This design comes from an exercise in tuning for small area and a short achievable clock period on the open sky130 flow, not from production work.
Only simulation tests tie the RTL to the original design; equivalence was not proved.
Power figures rest on the tool's default switching activity, not on a simulated workload.

===== flow/flow/run.sh =====
#!/bin/bash
# Layout flow: the standard flow (standard.sh) with changes to how it
# optimises, not to what it builds or measures:
#  * ADDER_MAP_FILE is cleared, so synthesis skips the full/half adder
#    extraction and ABC maps the adders' logic together with the rest;
#  * port buffers are plain buffers (buf_2) rather than delay cells.
# Each make step writes its own log under orfs/logs/; the make output itself
# goes to standard.log here.
set -euo pipefail
export BUFFER_PORTS_ARGS="-buffer_cell sky130_fd_sc_hd__buf_2"
bash standard.sh ADDER_MAP_FILE= SETUP_SLACK_MARGIN=6 TNS_END_PERCENT=10 \
  "BUFFER_PORTS_ARGS=$BUFFER_PORTS_ARGS" finish > standard.log 2>&1

===== flow/standard.sh =====
#!/bin/bash
# synth_recipe.tcl (not shown) runs the flow's synth.tcl, then flattens the netlist and writes it again
# the make line also repeats each setting of config.mk as NAME=value (left out here)
make -C /OpenROAD-flow-scripts/flow DESIGN_CONFIG=/design/flow/config.mk WORK_HOME=/design/flow/orfs CLKGATE_MAP_FILE= SYNTH_SCRIPT=/design/flow/synth_recipe.tcl "${@:-finish}"

===== flow/config.mk =====
export PLATFORM = sky130hd
export DESIGN_NAME = pipeline
export DESIGN_NICKNAME = pipeline
export VERILOG_FILES = /design/flow/design.v
export SDC_FILE = /design/flow/constraint.sdc
export NUM_CORES = 4
export LEC_CHECK = 0
export CAP_MARGIN = 20
export CORE_MARGIN = 2
export CORE_UTILIZATION = 40
export SLEW_MARGIN = 20

===== flow/constraint.sdc =====
create_clock -name core_clock -period 10.5 [get_ports {clk}]
set_input_delay 2.1000 -clock core_clock [delete_from_list [all_inputs] [get_ports {clk}]]
set_output_delay 2.1000 -clock core_clock [all_outputs]
set_load 0.01 [all_outputs]

===== flow/design.v =====
module alu(
  input [31:0] rfa,
  input [31:0] rfb,
  input [31:0] ex_res,
  input [31:0] me_res,
  input [31:0] mem,
  input fa_ex, fa_me,
  input fb_ex, fb_me, fb_ld,
  input a_imm,
  input [31:0] a_oth,
  input b_imm,
  input [31:0] b_oth,
  input a_mem,
  input b_mem,
  input sub,         
  input sflip,       
  input op_sum,      
  input op_and,
  input op_or,
  input op_xor,
  input op_lt,
  input t_jump,
  input t_eq,
  input t_s0,
  input t_lt,
  input t_ge,
  output reg [31:0] result,
  output [31:0] vb,  
  output taken
);
  wire [31:0] va_r = fa_ex ? ex_res : fa_me ? me_res : rfa;
  wire [31:0] vb_r = fb_ex ? ex_res : fb_me ? me_res : rfb;
  assign vb = fb_ld ? mem : vb_r;
  wire [31:0] a_rest = a_imm ? a_oth : va_r;
  wire [31:0] b_rest = b_imm ? b_oth : vb_r;
  wire [31:0] a_val = a_mem ? mem : a_rest;
  wire [31:0] b_val = b_mem ? mem : b_rest;
  wire [31:0] bx = {32{sub}} ^ {sflip, 31'd0};
  wire [31:0] a_op = a_val ^ {sflip, 31'd0};
  wire [31:0] b_op = b_mem ? (mem ^ bx) : (b_rest ^ bx);
  wire [33:0] add = {1'b0, a_op, 1'b1} + {1'b0, b_op, sub};
  wire [31:0] sum = add[32:1];
  wire lt = ~add[33];
  wire [31:0] p = a_op ^ b_op;
  wire eq = &p;
  wire s0 = (p == {p[30:0] | (a_op[30:0] & b_op[30:0]), 1'b0});
  wire [31:0] lg = ({32{op_and}} & (a_val & b_val)) |
                   ({32{op_or}} & (a_val | b_val)) |
                   ({32{op_xor}} & (a_val ^ b_val));
  always @(*) begin
    if (op_sum) result = sum;
    else result = {lg[31:1], lg[0] | (op_lt & lt)};
  end
  assign taken = t_jump | (t_eq & eq) | (t_s0 & s0) | (t_lt & lt) |
                 (t_ge & ~lt);
endmodule
module pipeline(
  clk,
  resetn,
  o_instr_req_addr,
  o_instr_req_en,
  i_instr_res_data,
  o_mem_req_addr,
  o_mem_req_wr_data,
  o_mem_req_wr_en,
  o_mem_req_count,
  i_mem_res_rd_data,
  i_mem_res_code
);
  input clk;
  input resetn;
  output [31:0] o_instr_req_addr;
  output o_instr_req_en;
  input [31:0] i_instr_res_data;
  output [31:0] o_mem_req_addr;
  output [31:0] o_mem_req_wr_data;
  output o_mem_req_wr_en;
  output [1:0] o_mem_req_count;
  input [31:0] i_mem_res_rd_data;
  input [2:0] i_mem_res_code;
  wire rst = ~resetn;
  assign o_instr_req_en = resetn;
  reg [31:0] f_pc;          
  reg [31:0] pcd;           
  reg [31:0] id_instr;
  reg [27:0] id_dec;        
  reg [31:0] id_pc;
  reg [31:0] hold_instr;    
  reg id_v;                 
  reg id_replay;            
  reg stall;                
  reg nx_in;                
  reg [4:0] alt_a, alt_b;   
  reg [31:0] id_rfa;        
  reg [31:0] id_rfb;        
  reg fa_ex, fa_me;         
  reg fb_ex, fb_me, fb_ld;  
  reg a_mem, b_mem;         
  reg [31:0] ex_res;        
  reg [31:0] ex_t;          
  reg ex_br;                
  reg ex_wr_alu, ex_wr_pc4, ex_wr_mem;
  reg [4:0] ex_rd;
  reg [1:0] ex_cnt;
  reg ex_we;
  reg [31:0] me_res;
  reg me_wr;
  reg me_ld;
  reg [4:0] me_rd;
  wire [31:0] o_pc = ex_br ? ex_t : f_pc;
  assign o_instr_req_addr = o_pc;
  assign o_mem_req_addr = ex_res;
  assign o_mem_req_wr_data = ex_t;
  assign o_mem_req_wr_en = ex_we;
  assign o_mem_req_count = ex_cnt;
  wire [31:0] me_data = me_ld ? i_mem_res_rd_data : me_res;
  wire [32*32-1:0] rf_flat;
  assign rf_flat[31:0] = 32'd0;
  genvar g;
  generate
    for (g = 1; g < 32; g = g + 1) begin : rf
      reg [31:0] q;
      always @(posedge clk) begin
        if (rst | (me_wr && me_rd == g)) q <= rst ? 32'd0 : me_data;
      end
      assign rf_flat[g*32 +: 32] = q;
    end
  endgenerate
  wire [6:0] opc = id_instr[6:0];
  wire [2:0] f3 = id_instr[14:12];
  wire [6:0] f7 = id_instr[31:25];
  wire [4:0] rs1 = id_instr[19:15];
  wire [4:0] rs2 = id_instr[24:20];
  wire [4:0] rd = id_instr[11:7];
  wire is_r, is_i, is_ld, is_st, is_br, is_lui, is_auipc, is_jal, is_jalr;
  wire sub, sflip, op_sum, op_and, op_or, op_xor, op_lt, a_imm, b_imm;
  wire t_jump, t_eq, t_s0, t_lt, t_ge;
  wire s_apc, s_bi, s_bs, s_bu, s_b4;
  assign {is_r, is_i, is_ld, is_st, is_br, is_lui, is_auipc, is_jal, is_jalr,
          sub, sflip, op_sum, op_and, op_or, op_xor, op_lt, a_imm, b_imm,
          t_jump, t_eq, t_s0, t_lt, t_ge,
          s_apc, s_bi, s_bs, s_bu, s_b4} = id_dec;
  wire flush = rst | ex_br;
  wire ok = id_v & ~stall & ~flush;
  wire stall_nx;
  wire [31:0] nx_instr = id_replay ? hold_instr : i_instr_res_data;
  wire [6:0] nx_opc = nx_instr[6:0];
  function [27:0] decode;
    input [31:0] w;
    reg [6:0] o;
    reg [2:0] f;
    reg r, im, ld, st, br, lui, aui, jal, jalr, lo, lts, ltu, rsub;
    begin
      o = w[6:0];
      f = w[14:12];
      r = o == 7'b0110011;
      im = o == 7'b0010011;
      ld = o == 7'b0000011;
      st = o == 7'b0100011;
      br = o == 7'b1100011;
      lui = o == 7'b0110111;
      aui = o == 7'b0010111;
      jal = o == 7'b1101111;
      jalr = o == 7'b1100111;
      rsub = r & (w[31:25] == 7'b0100000) & (f == 3'd0);
      lo = (r & (w[31:25] == 7'd0)) | im;   
      lts = lo & (f == 3'd2);
      ltu = im & (f == 3'd3);
      decode = {r, im, ld, st, br, lui, aui, jal, jalr,
                rsub | lts | ltu | (br & (f[2:1] != 2'b01)),
                lts | (br & f[2] & (f != 3'd7)),
                ~((lo & ((f == 3'd7) | (f == 3'd6) | (f == 3'd4))) | lts | ltu),
                lo & (f == 3'd7),
                lo & (f == 3'd6),
                lo & (f == 3'd4),
                lts | ltu,
                lui | aui | jal | jalr,
                lui | aui | jal | jalr | im | ld | st,
                jal | jalr,
                br & (f[2:1] == 2'b00),
                br & (f[2:1] == 2'b01),
                br & ((f == 3'd4) | (f == 3'd6) | (f == 3'd7)),
                br & (f == 3'd5),
                aui | jalr,          
                im | ld,             
                st,                  
                lui | aui,           
                jalr};               
    end
  endfunction
  wire [27:0] nx_dec = decode(nx_instr);
  wire [27:0] nd = stall ? id_dec : nx_dec;
  wire nd_a_imm = nd[11];
  wire nd_b_imm = nd[10];
  wire [4:0] nx_rs1 = nx_instr[19:15];
  wire [4:0] nx_rs2 = nx_instr[24:20];
  wire [4:0] pa = nx_in ? i_instr_res_data[19:15] : alt_a;
  wire [4:0] pb = nx_in ? i_instr_res_data[24:20] : alt_b;
  reg [31:0] rf_a, rf_b;
  integer i;
  always @(*) begin
    rf_a = 32'd0;
    rf_b = 32'd0;
    for (i = 1; i < 32; i = i + 1) begin
      rf_a = rf_a | ({32{pa == i}} & rf_flat[i*32 +: 32]);
      rf_b = rf_b | ({32{pb == i}} & rf_flat[i*32 +: 32]);
    end
  end
  wire pa_me = (pa != 5'd0) & (pa == me_rd) & me_wr;
  wire pb_me = (pb != 5'd0) & (pb == me_rd) & me_wr;
  wire nx_reads_a = ~((nx_opc == 7'b0110111) | (nx_opc == 7'b0010111) |
                      (nx_opc == 7'b1101111) | (nx_opc == 7'b1100111));
  wire nx_reads_b = nx_reads_a & (nx_opc != 7'b0010011) &
                    (nx_opc != 7'b0000011);
  wire nx_haz = (nx_reads_a & (nx_rs1 != 5'd0) & (nx_rs1 == rd)) |
                (nx_reads_b & (nx_rs2 != 5'd0) & (nx_rs2 == rd));
  assign stall_nx = ok & is_ld & nx_haz;
  wire nx_wr_alu = ok & (is_r | is_i | is_lui | is_auipc);
  wire nx_me_wr = ~rst & (ex_wr_alu | ex_wr_pc4 | ex_wr_mem);
  wire na_ex = (pa != 5'd0) & (pa == rd) & nx_wr_alu;
  wire na_me = (pa != 5'd0) & (pa == ex_rd) & nx_me_wr;
  wire nb_ex = (pb != 5'd0) & (pb == rd) & nx_wr_alu;
  wire nb_me = (pb != 5'd0) & (pb == ex_rd) & nx_me_wr;
  wire [31:0] imm_i = {{20{id_instr[31]}}, id_instr[31:20]};
  wire [31:0] imm_s = {{20{id_instr[31]}}, id_instr[31:25], id_instr[11:7]};
  wire [31:0] imm_b = {{20{id_instr[7]}}, id_instr[7], id_instr[30:25],
                       id_instr[11:8], 1'b0};
  wire [31:0] imm_u = {id_instr[31:12], 12'd0};
  wire [31:0] imm_j = {id_instr[31], id_instr[19:12], id_instr[20],
                       id_instr[30:21], 12'd0};
  wire [31:0] target = id_pc + (is_br ? imm_b : is_jal ? imm_j : imm_i);
  wire [31:0] a_oth = {32{s_apc}} & id_pc;
  wire [31:0] b_oth = ({32{s_bi}} & imm_i) | ({32{s_bs}} & imm_s) |
                      ({32{s_bu}} & imm_u) | {29'd0, s_b4, 2'd0};
  wire [31:0] result;
  wire [31:0] vb;
  wire taken;
  alu u_alu(
    .rfa(id_rfa), .rfb(id_rfb), .ex_res(ex_res), .me_res(me_res),
    .mem(i_mem_res_rd_data),
    .fa_ex(fa_ex), .fa_me(fa_me),
    .fb_ex(fb_ex), .fb_me(fb_me), .fb_ld(fb_ld),
    .a_mem(a_mem), .b_mem(b_mem),
    .a_imm(a_imm), .a_oth(a_oth), .b_imm(b_imm), .b_oth(b_oth),
    .sub(sub), .sflip(sflip),
    .op_sum(op_sum),
    .op_and(op_and), .op_or(op_or), .op_xor(op_xor), .op_lt(op_lt),
    .t_jump(t_jump), .t_eq(t_eq), .t_s0(t_s0), .t_lt(t_lt), .t_ge(t_ge),
    .result(result), .vb(vb), .taken(taken)
  );
  reg [1:0] cnt;
  always @(*) begin
    cnt = 2'd0;
    if (is_ld) begin
      case (f3)
        3'd0, 3'd4: cnt = 2'd1;
        3'd1, 3'd5: cnt = 2'd2;
        3'd2: cnt = 2'd3;
        default: cnt = 2'd0;
      endcase
    end else if (is_st) begin
      case (f3)
        3'd0: cnt = 2'd1;
        3'd1: cnt = 2'd2;
        3'd2: cnt = 2'd3;
        default: cnt = 2'd0;
      endcase
    end
  end
  always @(posedge clk) begin
    f_pc <= rst ? 32'd0 : stall ? f_pc : o_pc + 32'd4;
    pcd <= o_pc;
    id_v <= ~flush;
    id_replay <= ~flush & stall;
    stall <= stall_nx;
    nx_in <= ~stall_nx & ~(~flush & stall);
    alt_a <= stall_nx ? pa : i_instr_res_data[19:15];
    alt_b <= stall_nx ? pb : i_instr_res_data[24:20];
    fa_ex <= na_ex;
    fa_me <= na_me;
    a_mem <= ~nd_a_imm & ~na_ex & na_me & ex_wr_mem;
    b_mem <= ~nd_b_imm & ~nb_ex & nb_me & ex_wr_mem;
    fb_ex <= nb_ex;
    fb_me <= nb_me;
    fb_ld <= ~nb_ex & nb_me & ex_wr_mem;
    hold_instr <= i_instr_res_data;
    id_rfa <= pa_me ? me_data : rf_a;
    id_rfb <= pb_me ? me_data : rf_b;
    if (~stall) begin
      id_instr <= nx_instr;
      id_dec <= nx_dec;
      id_pc <= id_replay ? pcd - 32'd4 : pcd;
    end
    ex_res <= result;
    ex_t <= is_st ? vb : target;
    ex_br <= ok & taken;
    ex_rd <= rd;
    ex_we <= is_st;
    ex_wr_alu <= nx_wr_alu;
    ex_wr_pc4 <= ok & is_jalr;
    ex_wr_mem <= ok & is_ld;
    ex_cnt <= ok ? cnt : 2'd0;
    me_res <= ex_res;
    me_wr <= nx_me_wr;
    me_ld <= ex_wr_mem;
    me_rd <= ex_rd;
  end
endmodule

==> impl_metrics.sql, run 1 <==
INSERT INTO impl_metrics (metric_group, metric, value, unit) VALUES
('worst_hold_path', 'whs_endpoint', 'me_res[23]', ''),
('global_route', 'grt_remaining_overflow', '0', ''),
('yosys', 'synth_top_cells_by_area', 'sky130_fd_sc_hd__edfxtp_1 (51%), sky130_fd_sc_hd__dfxtp_1 (9.5%), sky130_fd_sc_hd__a22oi_1 (5.5%)', ''),
('timing', 'measured_slew_at_the_worst_slew_check_pin', '1.23', 'ns'),
('global_route', 'grt_start_max_net_pins', '74', ''),
('cts', 'insertion_delay', '0.82', 'ns'),
('placed_design', 'routabilityCongestion', '0.987', ''),
('yosys', 'synth_top_cell_area_share', '0.511', ''),
('global_route', 'grtUsageTotal', '0.362', ''),
('drt', 'final_antenna_net_count', '0', ''),
('timing', 'post-route-period-util', '0.445', ''),
('yosys', 'ys_types', '87', ''),
('yosys', 'yosys_warnings', '2', ''),
('drt', 'drt_first_iter_violations', '12500', ''),
('critical_path', 'crit_slowest_cell', 'sky130_fd_sc_hd__buf_8', ''),
('yosys', 'synthesized_flop_and_latch_total', '1371', ''),
('power_and_ir_drop', 'vdd_drop_max', '0.176', 'mV'),
('yosys', 'syn_area_per_cell', '12.2', 'µm²'),
('placed_design', 'place_worst_setup_slack', '4.55', 'ns'),
('timing', 'min_cycle_time_layout', '4.68', 'ns'),
('critical_path', 'critical_path_buf_inv_count', '2', ''),
('timing', 'post-route-worst-setup-slack', '5.82', 'ns'),
('floorplan', 'boundaryPins', '169', ''),
('drt', 'post-route-drc-count', '0', ''),
('placed_design', 'placedInstanceArea', '67400', 'µm²'),
('critical_path', 'worstPathMaxFanout', '18', ''),
('cts', 'ctsHoldBuffers', '0', ''),
('placed_design', 'placement.io_buffers', '165', ''),
('critical_path', 'regToRegSetupSlack', '5.91', 'ns'),
('worst_hold_path', 'number_of_cells_on_the_worst_hold_path', '0', ''),
('global_route', 'grt_util_met3', '0.155', ''),
('critical_path', 'worst_r2r_startpoint', 'fa_me', ''),
('global_route', 'groute.layer.met2.usage', '0.520', ''),
('drt', 'postRouteWirelength', '302000', 'µm'),
('drt', 'wire_per_inst', '39.9', 'µm'),
('floorplan', 'die_w', '401', 'µm'),
('floorplan', 'core-area', '156000', 'µm²'),
('timing', 'final_number_of_hold_violating_endpoints', '0', ''),
('run_status', 'status', 'complete, no violations', ''),
('yosys', 'netlist_instances', '5173', ''),
('critical_path', 'rr_worst_depth', '15', ''),
('global_route', 'globalRoute.busiestLayer', 'met2', ''),
('drt', 'firstDrtPassIters', '15', ''),
('job', 'timing.max_cap.violations', '0', ''),
('floorplan', 'num_rows', '145', ''),
('yosys', 'synth.largest_area_cell', 'sky130_fd_sc_hd__edfxtp_1', ''),
('cts', 'cts_buffer_depth', '3', ''),
('timing', 'tns', '0', 'ns'),
('critical_path', 'path_delay_family', 'buffers and inverters', ''),
('critical_path', 'cp.arrival', '2.58', 'ns'),
('timing', 'slew_headroom', '0.156', ''),
('yosys', 'synth.yosys.seq_area_share', '0.606', ''),
('cts', 'clock_sinks', '1371', ''),
('finish', 'nNetsFinal', '5454', ''),
('floorplan', 'initial_standard_cell_utilization_of_the_core', '0.403', ''),
('worst_hold_path', 'hp-start', 'ex_res[23]', ''),
('floorplan', 'die_area', '161000', 'µm²'),
('yosys', 'edff_count_synth', '1073', ''),
('floorplan', 'die_height', '401', 'µm'),
('power_and_ir_drop', 'power.static_leakage', '25.6', 'nW'),
('critical_path', 'slowest_stage_delay_cp', '0.24', 'ns'),
('yosys', 'ys_dominant_reg_cell', 'sky130_fd_sc_hd__edfxtp_1', ''),
('critical_path', 'critPathCaptureType', 'primary output', ''),
('finish', 'layout-area-overhead-vs-synth', '16.9', '%'),
('critical_path', 'cp.required', '8.40', 'ns'),
('placed_design', 'hpwlAfterDp', '172000', 'µm'),
('power_and_ir_drop', 'power_density', '220', 'nW/µm²'),
('critical_path', 'worstSetupStartpointType', 'input port', ''),
('finish', 'drive_above_1_share', '0.174', ''),
('timing', 'slew_violations', '0', ''),
('yosys', 'share_of_flip_flops_with_an_asynchronous_set_or_reset', '0', '');
==> area by class of cell <==
type	count	area [µm²]	area share
diodes	8	20.0	0.000272
clock buffers	183	3900	0.0530
clock inverters	79	1130	0.0153
inverters	58	236	0.00321
multi-input cells	3385	24600	0.334
flip-flops and latches	1371	38200	0.518
well taps	2058	2570	0.0349
repair buffers	426	3010	0.0408
repair inverters	1	7.51	0.000102
==> worst reg2reg max path, delay by kind of cell (launching register included) <==
| kind | cells | cell delay, ns |
|---|---|---|
| AOI/OAI and AO/OA | 7 | 1.88 |
| adders and majority gates | 2 | 0.72 |
| buffers and inverters | 2 | 0.48 |
| DFF | 1 | 0.32 |
| muxes | 2 | 0.67 |
| and+or+nand+nor | 2 | 0.36 |
==> cell usage after synthesis, drive strengths merged (64+ instances only) <==
master,number
nor4,77
a22o,233
mux2i,140
xnor2,172
nand3,111
a22oi,464
and2,67
nor2,254
nor2b,67
a21oi,225
edfxtp,1073
nand4,140
xor2,74
dfxtp,298
clkbuf,296
buf,64
o21ai,238
nand2,300
a221oi,239
==> kinds of logic (layout without fill, tap and decap cells) <==
group / Yosys count / count (layout) / share of synthesized area
compound gates: 1707 / 1707 / 0.199
flops: 1371 / 1371 / 0.606
simple gates: 1179 / 1180 / 0.0937
buf+inv: 418 / 747 / 0.0260
xor+xnor: 246 / 246 / 0.0342
mux: 203 / 203 / 0.0335
fa+ha+maj: 49 / 49 / 0.00782
other cells: 0 / 8 / 0
==> worst max path at each step <==
stage | startpoint | endpoint | slack [ns] | cells past startpoint
after floorplan | i_mem_res_rd_data[12] | ex_res[25] | 5.75 | 13
after global placement | i_mem_res_rd_data[8] | ex_br | 4.53 | 14
after detailed placement | i_mem_res_rd_data[8] | ex_br | 4.55 | 14
after CTS | i_instr_res_data[19] | id_rfa[26] | 5.73 | 11
after global routing | i_mem_res_rd_data[0] | ex_br | 5.82 | 14
final | resetn | o_instr_req_en | 5.82 | 2
==> cells in the final DEF (no fill, tap or decap), types with 110 or more instances in the layout <==
cell,netlist,layout
sky130_fd_sc_hd__a21oi_1,225,221
sky130_fd_sc_hd__a221oi_1,237,236
sky130_fd_sc_hd__a22o_1,233,233
sky130_fd_sc_hd__a22oi_1,464,464
sky130_fd_sc_hd__buf_2,22,165
sky130_fd_sc_hd__buf_4,4,230
sky130_fd_sc_hd__clkbuf_16,0,146
sky130_fd_sc_hd__dfxtp_1,298,288
sky130_fd_sc_hd__edfxtp_1,1073,1073
sky130_fd_sc_hd__mux2i_1,140,134
sky130_fd_sc_hd__nand2_1,300,289
sky130_fd_sc_hd__nand3_1,111,110
sky130_fd_sc_hd__nand4_1,140,140
sky130_fd_sc_hd__nor2_1,254,189
sky130_fd_sc_hd__o21ai_0,223,186
sky130_fd_sc_hd__xnor2_1,172,166
==> where the power goes <==
group          switching (mW)  leakage (nW)  internal [mW]  total [mW]
sequential              0.771          13.5           7.12        7.90
clock                    2.32          2.42           3.17        5.49
combinational            1.94          9.60          0.862        2.80
total                    5.03          25.6           11.2        16.2
==> timing repair <==
| action | 4_1_cts | 5_1_grt |
|---|---|---|
| pin swaps | 10 | 26 |
| resized for setup | 48 | 56 |
| endpoints found under the setup margin | 113 | 116 |
| gates cloned | 1 | 1 |
| endpoints found under the hold margin | 0 | 0 |
| buffers inserted | 31 | 49 |
==> sequential cells by signal, indices dropped and copies added (netlist names), 25 cells and up <==
| register | cells |
|---|---|
| id_instr | 25 |
| f_pc | 32 |
| id_rfa | 32 |
| rf.q | 992 |
| ex_res | 32 |
| hold_instr | 32 |
| id_dec | 26 |
| id_rfb | 32 |
| ex_t | 32 |
| id_pc | 32 |
| pcd | 32 |
| me_res | 32 |
==> routing by layer <==
layer  vias up  routed length [µm]
met1     26200              103000
met3      1643               49500
met4        19               27000
met2      5548              122000
met5         -                 219
li1      21200                   -
==> per-stage QoR <==
step	power, mW	utilization	hold WS (ns)	cells
6_report	16.2	0.471	0.391	7569
2_1_floorplan	9.10	-	0.343	5173
4_1_cts	15.9	0.467	0.391	7510
5_1_grt	16.5	0.471	0.391	7564
3_5_place_dp	10.5	0.431	0.380	7216
3_3_place_gp	10.4	0.431	0.385	7214
==> inputs of run 2 (changes only) <==
--- a/flow/flow/run.sh
+++ b/flow/flow/run.sh
@@ -5,3 +5,4 @@
 #    extraction and ABC maps the adders' logic together with the rest;
-#  * port buffers are plain buffers (buf_2) rather than delay cells.
+#  * port buffers are plain buffers (buf_2) rather than delay cells;
+#  * the clock tree is built of clkbuf_8 cells, which are smaller.
 # Each make step writes its own log under orfs/logs/; the make output itself
@@ -10,3 +11,3 @@
 export BUFFER_PORTS_ARGS="-buffer_cell sky130_fd_sc_hd__buf_2"
-bash standard.sh ADDER_MAP_FILE= SETUP_SLACK_MARGIN=6 TNS_END_PERCENT=10 \
+bash standard.sh ADDER_MAP_FILE= SETUP_SLACK_MARGIN=6 TNS_END_PERCENT=10 CTS_BUF_LIST=sky130_fd_sc_hd__clkbuf_8 \
   "BUFFER_PORTS_ARGS=$BUFFER_PORTS_ARGS" finish > standard.log 2>&1
==> impl_metrics.sql, run 2 <==
INSERT INTO impl_metrics (metric_group, metric, value, unit) VALUES
('yosys', 'syn_nets', '5242', ''),
('timing', 'grt_setup_unrepaired', 'yes', ''),
('placed_design', 'hpwlAfterDp', '172000', 'µm'),
('placed_design', 'routabilityCongestion', '0.987', ''),
('global_route', 'globalRoute.busiestLayer', 'met2', ''),
('finish', 'final_common_cell', 'sky130_fd_sc_hd__edfxtp_1', ''),
('worst_hold_path', 'hold_path_class', 'register to register', ''),
('cts', 'cts_buffer_depth', '3', ''),
('yosys', 'edff_count_synth', '1073', ''),
('drt', 'post-route-drc-count', '0', ''),
('critical_path', 'setup.worst_path.start', 'i_instr_res_data[22]', ''),
('global_route', 'grt_util_met3', '0.152', ''),
('critical_path', 'cp.required', '11.29', 'ns'),
('yosys', 'syn_area_per_cell', '12.2', 'µm²'),
('floorplan', 'num_rows', '145', ''),
('timing', 'min_cycle_time_layout', '4.90', 'ns'),
('critical_path', 'cp.arrival', '5.69', 'ns'),
('worst_hold_path', 'whs_endpoint', 'me_res[29]', ''),
('critical_path', 'worstSetupStartpointType', 'input port', ''),
('power_and_ir_drop', 'total_power', '15.5', 'mW'),
('yosys', 'synth.yosys.seq_area_share', '0.606', ''),
('timing', 'slew_headroom', '0.146', ''),
('critical_path', 'rr_worst_depth', '8', ''),
('finish', 'layout-area-overhead-vs-synth', '15.8', '%'),
('yosys', 'share_of_synthesized_area_spent_on_multiplexers', '0.0335', ''),
('finish', 'fin_util', '0.467', ''),
('yosys', 'synthesized_flop_and_latch_total', '1371', ''),
('yosys', 'share_of_flip_flops_with_an_asynchronous_set_or_reset', '0', ''),
('yosys', 'synth_top_cells_by_area', 'sky130_fd_sc_hd__edfxtp_1 (51%), sky130_fd_sc_hd__dfxtp_1 (9.5%), sky130_fd_sc_hd__a22oi_1 (5.5%)', ''),
('power_and_ir_drop', 'vdd_drop_max', '0.142', 'mV'),
('timing', 'measured_slew_at_the_worst_slew_check_pin', '1.25', 'ns'),
('cts', 'tritoncts_clock_tree', 'yes', ''),
('yosys', 'largest_family_of_logic_cells_by_synthesized_area', 'compound AO/OA/AOI/OAI gates', ''),
('run_status', 'status', 'complete, no violations', ''),
('critical_path', 'timing_worst_setup_path_type', 'input port to register', ''),
('yosys', 'synth_top_cells_by_count', 'sky130_fd_sc_hd__edfxtp_1 (1,073), sky130_fd_sc_hd__a22oi_1 (464), sky130_fd_sc_hd__nand2_1 (300)', ''),
('drt', 'firstDrtPassIters', '22', ''),
('cts', 'htree_num_levels', '4', ''),
('drt', 'num_vias', '55300', ''),
('placed_design', 'placedInstanceArea', '67400', 'µm²'),
('placed_design', 'place_worst_setup_slack', '4.55', 'ns'),
('job', 'timing.max_cap.violations', '0', ''),
('cts', 'worst_setup_hold_path_clk_slew', '0.07', 'ns'),
('global_route', 'grt_start_max_net_pins', '74', ''),
('finish', 'layout.cells.most_common_list', 'sky130_fd_sc_hd__edfxtp_1 (1,073), sky130_fd_sc_hd__a22oi_1 (464), sky130_fd_sc_hd__nand2_1 (295), sky130_fd_sc_hd__dfxtp_1 (288), sky130_fd_sc_hd__a221oi_1 (236)', ''),
('cts', 'cts-buffers-inserted', '217', ''),
('drt', 'drt_first_iter_violations', '12200', ''),
('timing', 'setup_viol_count_final', '0', ''),
('yosys', 'synth_top_cell_area_share', '0.511', ''),
('drt', 'final_antenna_net_count', '0', ''),
('global_route', 'grt_first_pass_wirelength', '407000', 'µm'),
('timing', 'clock.fmax', '204', 'MHz'),
('timing', 'finClkSkew', '0.0849', 'ns'),
('critical_path', 'worst_r2r_startpoint', 'nx_in', ''),
('timing', 'tns', '0', 'ns'),
('power_and_ir_drop', 'power_density', '213', 'nW/µm²'),
('finish', 'top_register', 'rf.q', ''),
('yosys', 'synth-compound-area-share', '0.199', ''),
('yosys', 'cell_with_the_most_instances_after_synthesis', 'sky130_fd_sc_hd__edfxtp_1', ''),
('yosys', 'ys_types', '87', ''),
('global_route', 'groute.layer.met2.usage', '0.516', ''),
('finish', 'layout.cell_area.non_filler', '73000', 'µm²'),
('yosys', 'synth.largest_area_cell', 'sky130_fd_sc_hd__edfxtp_1', ''),
('global_route', 'antenna_found_initial', '16', ''),
('yosys', 'synth_adder_area_share', '0.00782', ''),
('drt', 'wire_per_inst', '39.1', 'µm'),
('cts', 'insertion_delay', '1.03', 'ns'),
('floorplan', 'die_height', '401', 'µm'),
('yosys', 'ys_dominant_reg_cell', 'sky130_fd_sc_hd__edfxtp_1', ''),
('critical_path', 'critPathCaptureType', 'register', ''),
('yosys', 'yosys_warnings', '2', ''),
('worst_hold_path', 'hp-start', 'ex_res[29]', ''),
('global_route', 'grtUsageTotal', '0.360', ''),
('floorplan', 'die_area', '161000', 'µm²'),
('global_route', 'grt_remaining_overflow', '0', ''),
('power_and_ir_drop', 'power.static_leakage', '25.6', 'nW'),
('cts', 'clock_sinks', '1371', ''),
('timing', 'post-route-worst-setup-slack', '5.60', 'ns'),
('global_route', 'grt_use_met1', '0.441', ''),
('finish', 'max_reg_flops', '992', ''),
('finish', 'nNetsFinal', '5514', ''),
('floorplan', 'initial_standard_cell_utilization_of_the_core', '0.403', ''),
('cts', 'cts_root_buffer', 'sky130_fd_sc_hd__clkbuf_8', ''),
('floorplan', 'boundaryPins', '169', ''),
('timing', 'post-route-period-util', '0.467', ''),
('critical_path', 'reg2reg_to', 'id_rfb[4]', ''),
('worst_hold_path', 'number_of_cells_on_the_worst_hold_path', '0', ''),
('critical_path', 'regToRegSetupSlack', '5.76', 'ns'),
('placed_design', 'placement.io_buffers', '165', ''),
('global_route', 'first_global_vias', '51000', ''),
('critical_path', 'worstPathMaxFanout', '16', ''),
('yosys', 'synth_xor_xnor_area_share', '0.0342', ''),
('drt', 'routed_via_density', '7.18', ''),
('yosys', 'syn-cell-area', '63000', 'µm²'),
('timing', 'final_number_of_hold_violating_endpoints', '0', ''),
('drt', 'postRouteWirelength', '301000', 'µm'),
('finish', 'drive_above_1_share', '0.180', ''),
('yosys', 'netlist_instances', '5173', ''),
('timing', 'slew_violations', '0', ''),
('floorplan', 'die_w', '401', 'µm'),
('yosys', 'synthSimpleGateAreaFrac', '0.0937', ''),
('floorplan', 'core-area', '156000', 'µm²');
run 2: cell counts after synthesis:
No cell type changed its count.
run 2: timing repair:
| item | in CTS | in global routing |
|---|---|---|
| cloned | 1 | 0 |
| endpoints found under the setup margin | 84 | 110 |
| hold buffers | 0 | 0 |
| pin swaps | 0 | 29 |
| resized for setup | 33 | 65 |
| buffers inserted | 11 | 55 |
run 2: metrics by stage:
step | hold slack [ns] | cells
after floorplan | 0.343 | 5173
after global placement | 0.385 | 7214
after detailed placement | 0.380 | 7216
after CTS | 0.396 | 7632
after global routing | 0.405 | 7693
final | 0.390 | 7703
run 2: layout make-up:
type | count | area, µm²
inverter | 58 | 230
multi-input combinational | 3384 | 24600
timing repair inverter | 1 | 7.51
tap | 2058 | 2570
antenna | 15 | 37.5
fill | 14100 | 83400
sequential | 1371 | 38200
clock buffer | 232 | 3190
clock inverter | 172 | 1340
timing repair buffer | 412 | 2820
run 2: per-layer routing:
metal,share of wire,wire (µm)
met5,0.0010,312
met4,0.090,27000
met3,0.16,49100
met2,0.41,122000
met1,0.34,103000
run 2: critical path, cell delays in order:
cell and delay, ns:
sky130_fd_sc_hd__buf_2 0.14, sky130_fd_sc_hd__mux2i_1 0.38, sky130_fd_sc_hd__nand2_1 0.58, sky130_fd_sc_hd__nor2_4 0.95
sky130_fd_sc_hd__buf_4 0.58, sky130_fd_sc_hd__a221oi_1 0.17, sky130_fd_sc_hd__nand4_1 0.16, sky130_fd_sc_hd__nor4_1 0.07
sky130_fd_sc_hd__a21oi_1 0.47
run 2: kinds of logic (layout without fill, tap and decap cells):
logic type / count (synthesis) / in the layout
compound gates: 1707 / 1707
xor+xnor: 246 / 246
fa+ha+maj: 49 / 49
buf+inv: 418 / 875
flops: 1371 / 1371
mux: 203 / 203
other cells: 0 / 15
simple gates: 1179 / 1179
run 2: worst max path at each step:
stage,end,slack [ns],cells after the start
global placement,ex_br,4.53,14
global route,o_instr_req_addr[12],5.73,4
detailed placement,ex_br,4.55,14
CTS,o_instr_req_addr[12],5.74,4
finish,id_rfb[4],5.60,9
floorplan,ex_res[25],5.75,13
run 2: power breakdown:
part,internal (mW),switching (mW)
registers,7.12,0.769
logic,0.862,1.94
clock network,2.53,2.30
==> inputs of run 3 (changes only) <==
==> flow/flow/run.sh (replaced) <==
#!/bin/bash
# Layout flow: the standard flow (standard.sh) with changes to how it
# optimises, not to what it builds or measures:
#  * ADDER_MAP_FILE is cleared, so synthesis skips the full/half adder
#    extraction and ABC maps the adders' logic together with the rest;
#  * port buffers are plain buffers (buf_2) rather than delay cells;
set -euo pipefail
export BUFFER_PORTS_ARGS="-buffer_cell sky130_fd_sc_hd__buf_2"
bash standard.sh ADDER_MAP_FILE= SETUP_SLACK_MARGIN=6 TNS_END_PERCENT=10 \
  "BUFFER_PORTS_ARGS=$BUFFER_PORTS_ARGS" finish > standard.log 2>&1
--- a/flow/config.mk
+++ b/flow/config.mk
@@ -9,3 +9,4 @@
 export CORE_MARGIN = 2
-export CORE_UTILIZATION = 40
+export CORE_UTILIZATION = 55
+export PLACE_DENSITY = 0.75
 export SLEW_MARGIN = 20
==> impl_metrics.sql, run 3 <==
INSERT INTO impl_metrics (metric_group, metric, value, unit) VALUES
('drt', 'num_vias', '56700', ''),
('yosys', 'synth_top_cells_by_count', 'sky130_fd_sc_hd__edfxtp_1 (1,073), sky130_fd_sc_hd__a22oi_1 (464), sky130_fd_sc_hd__nand2_1 (300)', ''),
('timing', 'slew_violations', '0', ''),
('cts', 'ctsHoldBuffers', '0', ''),
('critical_path', 'worstPathMaxFanout', '18', ''),
('yosys', 'synthSimpleGateAreaFrac', '0.0937', ''),
('finish', 'final_common_cell', 'sky130_fd_sc_hd__edfxtp_1', ''),
('power_and_ir_drop', 'vdd_drop_max', '0.190', 'mV'),
('power_and_ir_drop', 'power.static_leakage', '25.4', 'nW'),
('floorplan', 'boundaryPins', '169', ''),
('floorplan', 'die_w', '343', 'µm'),
('cts', 'insertion_delay', '0.81', 'ns'),
('timing', 'min_cycle_time_layout', '4.84', 'ns'),
('yosys', 'synth_top_cells_by_area', 'sky130_fd_sc_hd__edfxtp_1 (51%), sky130_fd_sc_hd__dfxtp_1 (9.5%), sky130_fd_sc_hd__a22oi_1 (5.5%)', ''),
('global_route', 'grt_start_max_net_pins', '73', ''),
('power_and_ir_drop', 'comb_power_share', '0.175', ''),
('power_and_ir_drop', 'net_sw_power', '5.00', 'mW'),
('critical_path', 'crit_path_cell_trace', 'buf_2 > mux2i_2 > nand2_2 > nor2_4 > buf_4 > a22oi_1 > nand4_1 > nor4_1 > a21oi_1', ''),
('power_and_ir_drop', 'total_power', '16.0', 'mW'),
('critical_path', 'crit_slowest_cell', 'sky130_fd_sc_hd__nor2_4', ''),
('yosys', 'share_of_flip_flops_with_an_asynchronous_set_or_reset', '0', ''),
('timing', 'post-route-worst-setup-slack', '5.66', 'ns'),
('yosys', 'ys_dominant_reg_cell', 'sky130_fd_sc_hd__edfxtp_1', ''),
('cts', 'cts-buffers-inserted', '141', ''),
('cts', 'cts_root_buffer', 'sky130_fd_sc_hd__clkbuf_16', ''),
('critical_path', 'path_delay_family', 'simple AND/OR/NAND/NOR gates', ''),
('cts', 'tritoncts_clock_tree', 'yes', ''),
('cts', 'cts_buffer_depth', '3', ''),
('drt', 'post-route-drc-count', '0', ''),
('placed_design', 'place_worst_setup_slack', '4.31', 'ns'),
('power_and_ir_drop', 'p_int', '11.0', 'mW'),
('yosys', 'synth.yosys.seq_area_share', '0.606', ''),
('critical_path', 'slowest_stage_delay_cp', '0.80', 'ns'),
('drt', 'firstDrtPassIters', '15', ''),
('timing', 'finClkSkew', '0.0770', 'ns'),
('drt', 'drt_first_iter_violations', '14700', ''),
('yosys', 'synthesized_flop_and_latch_total', '1371', ''),
('global_route', 'first_global_vias', '51900', ''),
('yosys', 'largest_family_of_logic_cells_by_synthesized_area', 'compound AO/OA/AOI/OAI gates', ''),
('power_and_ir_drop', 'power_density', '220', 'nW/µm²'),
('critical_path', 'worstSetupStartpointType', 'input port', ''),
('floorplan', 'num_rows', '124', ''),
('critical_path', 'cp.required', '11.14', 'ns'),
('yosys', 'syn-cell-area', '63000', 'µm²'),
('cts', 'worst_setup_hold_path_clk_slew', '0.06', 'ns'),
('floorplan', 'initial_standard_cell_utilization_of_the_core', '0.553', ''),
('yosys', 'synth_top_cell_area_share', '0.511', ''),
('global_route', 'grtUsageTotal', '0.478', ''),
('power_and_ir_drop', 'p_clk_frac', '0.332', ''),
('cts', 'htree_num_levels', '4', ''),
('power_and_ir_drop', 'p_sw_frac', '0.312', ''),
('finish', 'post_layout_nonfiller_instances', '7021', ''),
('global_route', 'antenna_found_initial', '17', ''),
('critical_path', 'cp.arrival', '5.49', 'ns'),
('placed_design', 'dp_cells', '6671', ''),
('floorplan', 'core-area', '114000', 'µm²'),
('finish', 'layout-area-overhead-vs-synth', '15.4', '%'),
('drt', 'wire_per_inst', '41.1', 'µm'),
('yosys', 'ys_types', '87', ''),
('drt', 'routed_via_density', '8.08', ''),
('yosys', 'yosys_warnings', '2', ''),
('yosys', 'netlist_instances', '5173', ''),
('floorplan', 'die_height', '343', 'µm'),
('yosys', 'edff_count_synth', '1073', ''),
('timing', 'tns', '0', 'ns'),
('global_route', 'grt_remaining_overflow', '0', ''),
('finish', 'drive_above_1_share', '0.168', ''),
('yosys', 'cell_with_the_most_instances_after_synthesis', 'sky130_fd_sc_hd__edfxtp_1', ''),
('placed_design', 'placement.io_buffers', '165', ''),
('timing', 'grt_setup_unrepaired', 'yes', ''),
('global_route', 'grt_first_pass_wirelength', '392000', 'µm'),
('yosys', 'syn_nets', '5242', ''),
('job', 'timing.max_cap.violations', '0', ''),
('yosys', 'syn_area_per_cell', '12.2', 'µm²'),
('critical_path', 'critPathCaptureType', 'register', ''),
('finish', 'max_reg_flops', '992', ''),
('yosys', 'synth-compound-area-share', '0.199', ''),
('finish', 'layout.cells.most_common_list', 'sky130_fd_sc_hd__edfxtp_1 (1,073), sky130_fd_sc_hd__a22oi_1 (464), sky130_fd_sc_hd__nand2_1 (293), sky130_fd_sc_hd__dfxtp_1 (288), sky130_fd_sc_hd__a221oi_1 (235)', ''),
('finish', 'top_register', 'rf.q', ''),
('timing', 'final_number_of_hold_violating_endpoints', '0', ''),
('critical_path', 'critical_path_buf_inv_count', '2', ''),
('run_status', 'status', 'complete, no violations', ''),
('timing', 'post-route-period-util', '0.461', ''),
('yosys', 'synth.largest_area_cell', 'sky130_fd_sc_hd__edfxtp_1', ''),
('critical_path', 'timing_worst_setup_path_type', 'input port to register', ''),
('drt', 'postRouteWirelength', '288000', 'µm'),
('drt', 'final_antenna_net_count', '0', ''),
('worst_hold_path', 'hold_path_class', 'register to register', ''),
('timing', 'measured_slew_at_the_worst_slew_check_pin', '1.33', 'ns'),
('timing', 'slew_headroom', '0.101', ''),
('finish', 'nNetsFinal', '5441', ''),
('floorplan', 'die_area', '117000', 'µm²'),
('placed_design', 'hpwlAfterDp', '160000', 'µm'),
('timing', 'clock.fmax', '206', 'MHz'),
('yosys', 'synth_adder_area_share', '0.00782', ''),
('timing', 'setup_viol_count_final', '0', ''),
('yosys', 'share_of_synthesized_area_spent_on_multiplexers', '0.0335', ''),
('placed_design', 'routabilityCongestion', '1.03', ''),
('power_and_ir_drop', 'sequentialPowerShare', '0.493', ''),
('cts', 'clock_sinks', '1371', ''),
('yosys', 'synth_xor_xnor_area_share', '0.0342', '');
## run 3: cell counts after synthesis
Identical to the previous run, type by type.
## run 3: stage by stage
stage / util / hold WS [ns] / area [µm²]
2_1_floorplan: - / 0.343 / 63100
6_report: 0.638 / 0.405 / 72700
3_5_place_dp: 0.584 / 0.388 / 66600
4_1_cts: 0.632 / 0.403 / 72100
3_3_place_gp: 0.584 / 0.385 / 66600
5_1_grt: 0.638 / 0.406 / 72700
## run 3: worst paths after layout
path,end,cells past startpoint,slack [ns],from
max,id_rfb[24],9,5.66,i_instr_res_data[23]
min,id_pc[1],0,0.40,pcd[1]
max reg2reg,ex_br,15,5.92,id_dec[24]
min reg2reg,id_pc[1],0,0.40,pcd[1]
## run 3: what timing repair did
item	CTS	global route
setup endpoints to repair	91	73
pin swaps	16	24
setup buffers	22	45
hold endpoints to repair	0	0
cloned	2	0
resized for setup	57	49
## run 3: cell families (layout without fill, tap and decap cells)
| family | Yosys count | count (layout) |
|---|---|---|
| mux | 203 | 203 |
| other cells | 0 | 18 |
| fa+ha+maj | 49 | 49 |
| compound gates | 1707 | 1707 |
| xor+xnor | 246 | 246 |
| simple gates | 1179 | 1179 |
| flops | 1371 | 1371 |
| buf+inv | 418 | 736 |
## run 3: metal layers
layer  share of wire  vias to the layer above  GRT usage
met5          0.0047                        -     0.0761
met4            0.12                       36      0.384
met3            0.19                     2394      0.268
met2            0.39                     6763      0.649
met1            0.31                    26400      0.543
li1                -                    21100          -
## run 3: final cells by class
class | count | area, µm²
tap | 1512 | 1890
antenna | 18 | 45.0
fill | 8424 | 41300
clock buffer | 192 | 3940
timing repair buffer | 416 | 2890
sequential | 1371 | 38200
clock inverter | 70 | 921
inverter | 58 | 224
multi-input combinational | 3384 | 24600
## run 3: power by group through the flow
stage	clock network [mW]	logic [mW]	registers (mW)
2_1_floorplan	0	1.47	7.62
3_3_place_gp	0	2.48	7.87
3_5_place_dp	0	2.51	7.90
4_1_cts	5.28	2.58	7.81
5_1_grt	5.49	2.87	7.92
6_report	5.31	2.81	7.90

[separate check: timing with driven ports]
In the flow no input, the clock included, has a driving cell. The finished layouts below were timed again as built, in two steps. Step 1 assumes that a clkbuf_16 drives the clock port and a buf_2 every other input. Step 2 adds t to the input delays and takes it off the output delays; t is the mean of the earliest and latest rising clock arrival at the registers after step 1. Input paths then give back, and output paths get back, about the clock's delay inside the block. Three values: ideal ports, drivers, drivers and shift; two values: the first two.
| run | shift t [ns] | setup WS [ns] | worst hold slack (ns) | worst data-port slew with drivers (ns) | cell pins on the clock port's net |
|---|---|---|---|---|---|
| run 1 | 0.881 | 5.823 / 5.773 / 4.957 | 0.391 / 0.391 / 0.391 | 0.10 | 1 |
| run 2 | 1.055 | 5.600 / 5.627 / 4.572 | 0.390 / 0.390 / 0.390 | 0.10 | 1 |
| run 3 | 0.847 | 5.656 / 5.660 / 4.813 | 0.405 / 0.405 / 0.405 | 0.28 | 1 |
After both steps every run listed still meets setup and hold. The setup slack of run 2, which loses most, moves by +0.027 ns with the drivers and by -1.028 ns with both steps.
